This is an optimization exercise on Yosys and OpenROAD, whose aim is small area, a short achievable clock period and few clock cycles per item, not a production implementation.
RTL that was checked went through simulation tests only; none was proved equivalent to the original.
Power figures rest on the tool's default switching activity, not on a simulated workload.

Design mod, start of the top module:
module mod(
	input [31:0] A,
	input [31:0] B,
	input clk,
	input reset,
	output [31:0] Result,
	output done
);
For scale: about 650 cells after synthesis, ~5500 um2 of cells after synthesis.
export LEC_CHECK = 0
export CAP_MARGIN = 20
export CORE_MARGIN = 2
export CORE_UTILIZATION = 40
export CTS_BUF_LIST = sky130_fd_sc_hd__clkbuf_8
export SETUP_SLACK_MARGIN = 1.5
export SLEW_MARGIN = 20
create_clock -name core_clock -period 4.5 [get_ports {clk}]
standard.sh (not shown) runs the stock make flow with config.mk's settings and CLKGATE_MAP_FILE= SYNTH_SCRIPT=/design/flow/synth_recipe.tcl, a recipe that flattens the netlist after the stock synthesis.
==> flow/flow/run.sh <==
#!/bin/bash
# The standard layout, with the smallest buffer on each port instead of the
# delay cell buffer_ports picks by default.
set -euo pipefail
export BUFFER_PORTS_ARGS="-buffer_cell sky130_fd_sc_hd__buf_1"
bash standard.sh finish > standard.log 2>&1
The baseline finished with timing, DRC and antenna clean.
Then changed:
SETUP_SLACK_MARGIN = 2.0   (was 1.5)
The new run passed the timing, DRC and antenna checks.
Sequential power is about the same.
Clock power rises by about 14%.
Setup slack degrades by 0.039 ns.
Count of clock-buffer cells in the layout does not change.
Clock skew falls by 0.0034 ns.
Hold slack improves by 0.011 ns.
Via count rises by 2.7%.
Register-to-register slack degrades by 0.04 ns.
Global-route usage rises by 0.55 points.
Critical path depth does not change.
Maximum frequency falls by about 1.2%.
No functional check of the RTL was part of any run of this note.

mod, a different RTL version from the one above (not shown whole).
Size: ~570 cells after synthesis, ~71 flip-flops, about 99 I/O pins.
==> flow/design.v (excerpt) <==
module mod(
	input [31:0] A,
	input [31:0] B,
	input clk,
	input reset,
	output [31:0] Result,
	output done
);
	wire busy, p1, fit1, fit3, ge, last;
	mod_cu io(.clk(clk), .reset(reset), .fit1(fit1), .fit3(fit3), .last(last),
	          .busy(busy), .p1(p1));
	mod_dp i1(.clk(clk), .reset(reset), .A(A), .B(B), .busy(busy), .p1(p1),
	          .fit1(fit1), .fit3(fit3), .last(last), .R(Result));
	assign done = ~busy;
endmodule
clock: 4.5 ns
lec_check: 0
cap_margin: 20
core_margin: 2
core_utilization: 40
cts_buf_list: sky130_fd_sc_hd__clkbuf_8
setup_slack_margin: 1.2
slew_margin: 20
tns_end_percent: 0
Scripts as last shown in full above: flow/flow/run.sh
Testbench counts at the start, summed over its fixed seeds: cycles 6,090, items 720.
==> next run, changes <==
- PLACE_DENSITY: not set -> 0.75
Outcome: Critical path depth decreases by 6; area after synthesis does not change; fmax decreases by a few percent; final area decreases slightly; setup slack got worse by 0.14 ns; die area does not change; count of clock-buffer cells in the layout increases by 2; global-route usage decreases by 0.85 points; total power barely changes.
==> next run, changes <==
- PLACE_DENSITY: 0.75 -> not set
- SETUP_SLACK_MARGIN: 1.2 -> 1.4
=> Hold slack is about the same; clock skew is about the same; routed wire length went up by 5.5%; setup slack gets better by 0.13 ns; core utilization went up by 0.48 points; total power went down by 0.39%; global-route usage went up by 1.1 points; fmax went up by 4.0%; cell area went up by 1.0%; flip-flop and latch count stays the same.

The RTL this note starts from:
==> flow/design.v <==
module mod_cu (
	input clk,
	input reset,
	input fit1,
	input fit3,
	input last,
	output reg busy,
	output reg p1
);
always @(posedge clk) begin
	if (reset) begin
		busy <= 1'b1;
		p1 <= 1'b1;
	end else if (busy) begin
		if (!(p1 & fit1)) begin
			p1 <= 1'b0;
			if (last)
				busy <= 1'b0;
		end
	end
end
endmodule
module mod_dp (
	input clk,
	input reset,
	input [31:0] A,
	input [31:0] B,
	input busy,
	input p1,
	output fit1,
	output fit3,
	output last,
	output [31:0] R
);
	reg [31:0] r, d;
	reg [4:0] cnt;
	wire [31:0] s;
	genvar i;
	generate
		for (i = 0; i < 32; i = i + 1) begin : g_s
			assign s[i] = |r[31:i];
		end
	endgenerate
	assign fit1 = ~d[31] & ~|(d[30:0] & ~s[31:1]);
	assign fit3 = ~|d[31:29] & ~|(d[28:0] & ~s[31:3]);
	assign last = (cnt == 5'd0);
	wire [32:0] diff = {1'b0, r} - {1'b0, d};
	wire ge = ~diff[32];
	wire sh3 = p1 & fit3;
	wire sh1 = p1 & fit1;
	always @(posedge clk) begin
		if (reset) begin
			d <= B;
			cnt <= 5'd0;
		end else if (sh3) begin
			d <= {d[28:0], 3'b000};
			cnt <= cnt + 5'd3;
		end else if (sh1) begin
			d <= {d[30:0], 1'b0};
			cnt <= cnt + 5'd1;
		end else begin
			d <= {1'b0, d[31:1]};
			cnt <= cnt - 5'd1;
		end
	end
	always @(posedge clk) begin
		if (reset)
			r <= A;
		else if (busy & ~sh1 & ge)
			r <= diff[31:0];
	end
	assign R = r;
endmodule
module mod(
	input [31:0] A,
	input [31:0] B,
	input clk,
	input reset,
	output [31:0] Result,
	output done
);
	wire busy, p1, fit1, fit3, ge, last;
	mod_cu io(.clk(clk), .reset(reset), .fit1(fit1), .fit3(fit3), .last(last),
	          .busy(busy), .p1(p1));
	mod_dp i1(.clk(clk), .reset(reset), .A(A), .B(B), .busy(busy), .p1(p1),
	          .fit1(fit1), .fit3(fit3), .last(last), .R(Result));
	assign done = ~busy;
endmodule
==> flow/config.mk <==
export PLATFORM = sky130hd
export DESIGN_NAME = mod
export DESIGN_NICKNAME = mod
export VERILOG_FILES = /design/flow/design.v
export SDC_FILE = /design/flow/constraint.sdc
export NUM_CORES = 4
export LEC_CHECK = 0
export CAP_MARGIN = 20
export CORE_MARGIN = 2
export CORE_UTILIZATION = 60
export CTS_BUF_LIST = sky130_fd_sc_hd__clkbuf_8
export SETUP_SLACK_MARGIN = 1.0
export SLEW_MARGIN = 20
==> flow/constraint.sdc <==
create_clock -name core_clock -period 4.5 [get_ports {clk}]
set_input_delay 0.9000 -clock core_clock [delete_from_list [all_inputs] [get_ports {clk}]]
set_output_delay 0.9000 -clock core_clock [all_outputs]
set_load 0.01 [all_outputs]
Scripts as last shown in full above: flow/flow/run.sh
Testbench counts at the start, summed over its fixed seeds: cycles 6,090, items 720.
Next try:
CORE_UTILIZATION = 40   (was 60)
SETUP_SLACK_MARGIN = 1.2   (was 1.0)
TNS_END_PERCENT = 0   (was default)
After rerunning:
- final cell count went up by roughly a tenth
- global-route usage goes down by 8.3 points
- wire length is higher by a few percent
- via count decreases slightly
- register-to-register slack improves by 0.12 ns
- first-iteration DRC count went up by a quarter to a third
- critical path depth is lower by 1
- non-clock buffer count rose by 10
- design area rose by a few percent
- die area increases by well over a third
- combinational power rises by a few percent
Next try:
==> flow/run.sh (new file) <==
#!/bin/bash
# synth_recipe.tcl (not shown) runs the flow's synth.tcl, then flattens the netlist and writes it again
# the make line also repeats each setting of config.mk as NAME=value (left out here)
make -C /OpenROAD-flow-scripts/flow DESIGN_CONFIG=/design/flow/config.mk WORK_HOME=/design/flow/orfs CLKGATE_MAP_FILE= SYNTH_SCRIPT=/design/flow/synth_recipe.tcl finish
CTS_BUF_LIST = default   (was sky130_fd_sc_hd__clkbuf_8)
SETUP_SLACK_MARGIN = 1.6   (was 1.2)
TNS_END_PERCENT = default   (was 0)
removed: flow/flow/run.sh
removed: flow/standard.sh
What happened: Count of clock-buffer cells in the layout rose by 3. Maximum frequency fell by 0.56%. Die area does not change. First-iteration DRC count rose by 3.2%. Setup slack got worse by 0.019 ns. Design area rose by about 20%. Via count rose by 2.1%. Utilization rose by 9.3 points.
Next try:
CTS_BUF_LIST = sky130_fd_sc_hd__clkbuf_8   (was default)
SETUP_SLACK_MARGIN = default   (was 1.6)
The changed run produced a clean layout.
Non-clock buffer count falls by 48.
Cell count shrinks by about 5%.
Design area shrinks by 12%.
Clock power goes down by 19%.
Total power drops by 17%.
Combinational power drops by about 23%.
Routed wire length decreases by about 7%.

// mod: RTL as listed in full above, without the edits since
Settings: LEC_CHECK=0, CAP_MARGIN=20, CORE_MARGIN=2, CORE_UTILIZATION=40, SLEW_MARGIN=20; clock period 4.5 ns.
run.sh (not shown) runs the stock make flow with config.mk's settings and CLKGATE_MAP_FILE= SYNTH_SCRIPT=/design/flow/synth_recipe.tcl, a recipe that flattens the netlist after the stock synthesis.
Stock flow here: none of the scripts above is used.
The first run passed the timing, DRC and antenna checks.
Testbench counts at the start, summed over its fixed seeds: cycles 6,090, items 720.
Then changed:
==> flow/flow/run.sh (new file) <==
#!/bin/bash
# The standard layout, with the smallest buffer on each port instead of the
# delay cell buffer_ports picks by default.
set -euo pipefail
export BUFFER_PORTS_ARGS="-buffer_cell sky130_fd_sc_hd__buf_1"
bash standard.sh finish > standard.log 2>&1
==> flow/standard.sh (new file) <==
#!/bin/bash
# synth_recipe.tcl (not shown) runs the flow's synth.tcl, then flattens the netlist and writes it again
# the make line also repeats each setting of config.mk as NAME=value (left out here)
make -C /OpenROAD-flow-scripts/flow DESIGN_CONFIG=/design/flow/config.mk WORK_HOME=/design/flow/orfs CLKGATE_MAP_FILE= SYNTH_SCRIPT=/design/flow/synth_recipe.tcl "${@:-finish}"
--- a/flow/config.mk
+++ b/flow/config.mk
@@ -10,0 +11,2 @@
+export CTS_BUF_LIST = sky130_fd_sc_hd__clkbuf_8
+export SETUP_SLACK_MARGIN = 1.0
removed: flow/run.sh
Effect: Hold slack is better by 0.016 ns; synthesized cell count stays the same; sequential share of layout area grows by 2.0 points; maximum frequency grows by about 8%; combinational power barely changes; clock skew grows by 0.0045 ns; routed wire length grows by about 1.8%.

-- static timing again, ports no longer ideal --
The flow's constraints put no driver on any port. The routed layouts listed below were extracted and timed again, unchanged, in two steps. Step 1 (the two cells are an assumption about what drives the block):
set clk [get_ports {clk}]
set_driving_cell -lib_cell sky130_fd_sc_hd__clkbuf_16 $clk
set_driving_cell -lib_cell sky130_fd_sc_hd__buf_2 [delete_from_list [all_inputs] $clk]
Step 2, shift: input delay + t, output delay - t, t = (earliest + latest rising clock arrival at the registers) / 2. This alone moves slack from input paths to output paths. Slacks: ideal ports / drivers / drivers and shift; pairs: ideal ports / drivers.
| run | t (ns) | slack for setup (ns) | worst setup path after step 2 |
|---|---|---|---|
| the first run of note 1 | 0.405 | 1.229 / 1.229 / 1.229 | register to register |
| the second run of note 1 | 0.409 | 1.190 / 1.190 / 1.190 | register to register |
| the first run of note 2 | 0.403 | 1.300 / 1.300 / 1.300 | register to register |
| the second run of note 2 | 0.390 | 1.163 / 1.163 / 1.163 | register to register |
| the third run of note 2 | 0.403 | 1.291 / 1.291 / 1.291 | register to register |
| the first run of note 3 | 0.391 | 1.083 / 1.083 / 1.083 | register to register |
| the second run of note 3 | 0.418 | 1.199 / 1.199 / 1.199 | register to register |
| the third run of note 3 | 0.385 | 1.180 / 1.180 / 1.180 | register to register |
| the fourth run of note 3 | 0.407 | 0.790 / 0.790 / 0.790 | register to register |
| the first run of note 4 | 0.385 | 0.793 / 0.793 / 0.793 | register to register |
| the second run of note 4 | 0.423 | 1.081 / 1.081 / 1.081 | register to register |
After both steps setup and hold are still met in every run listed.
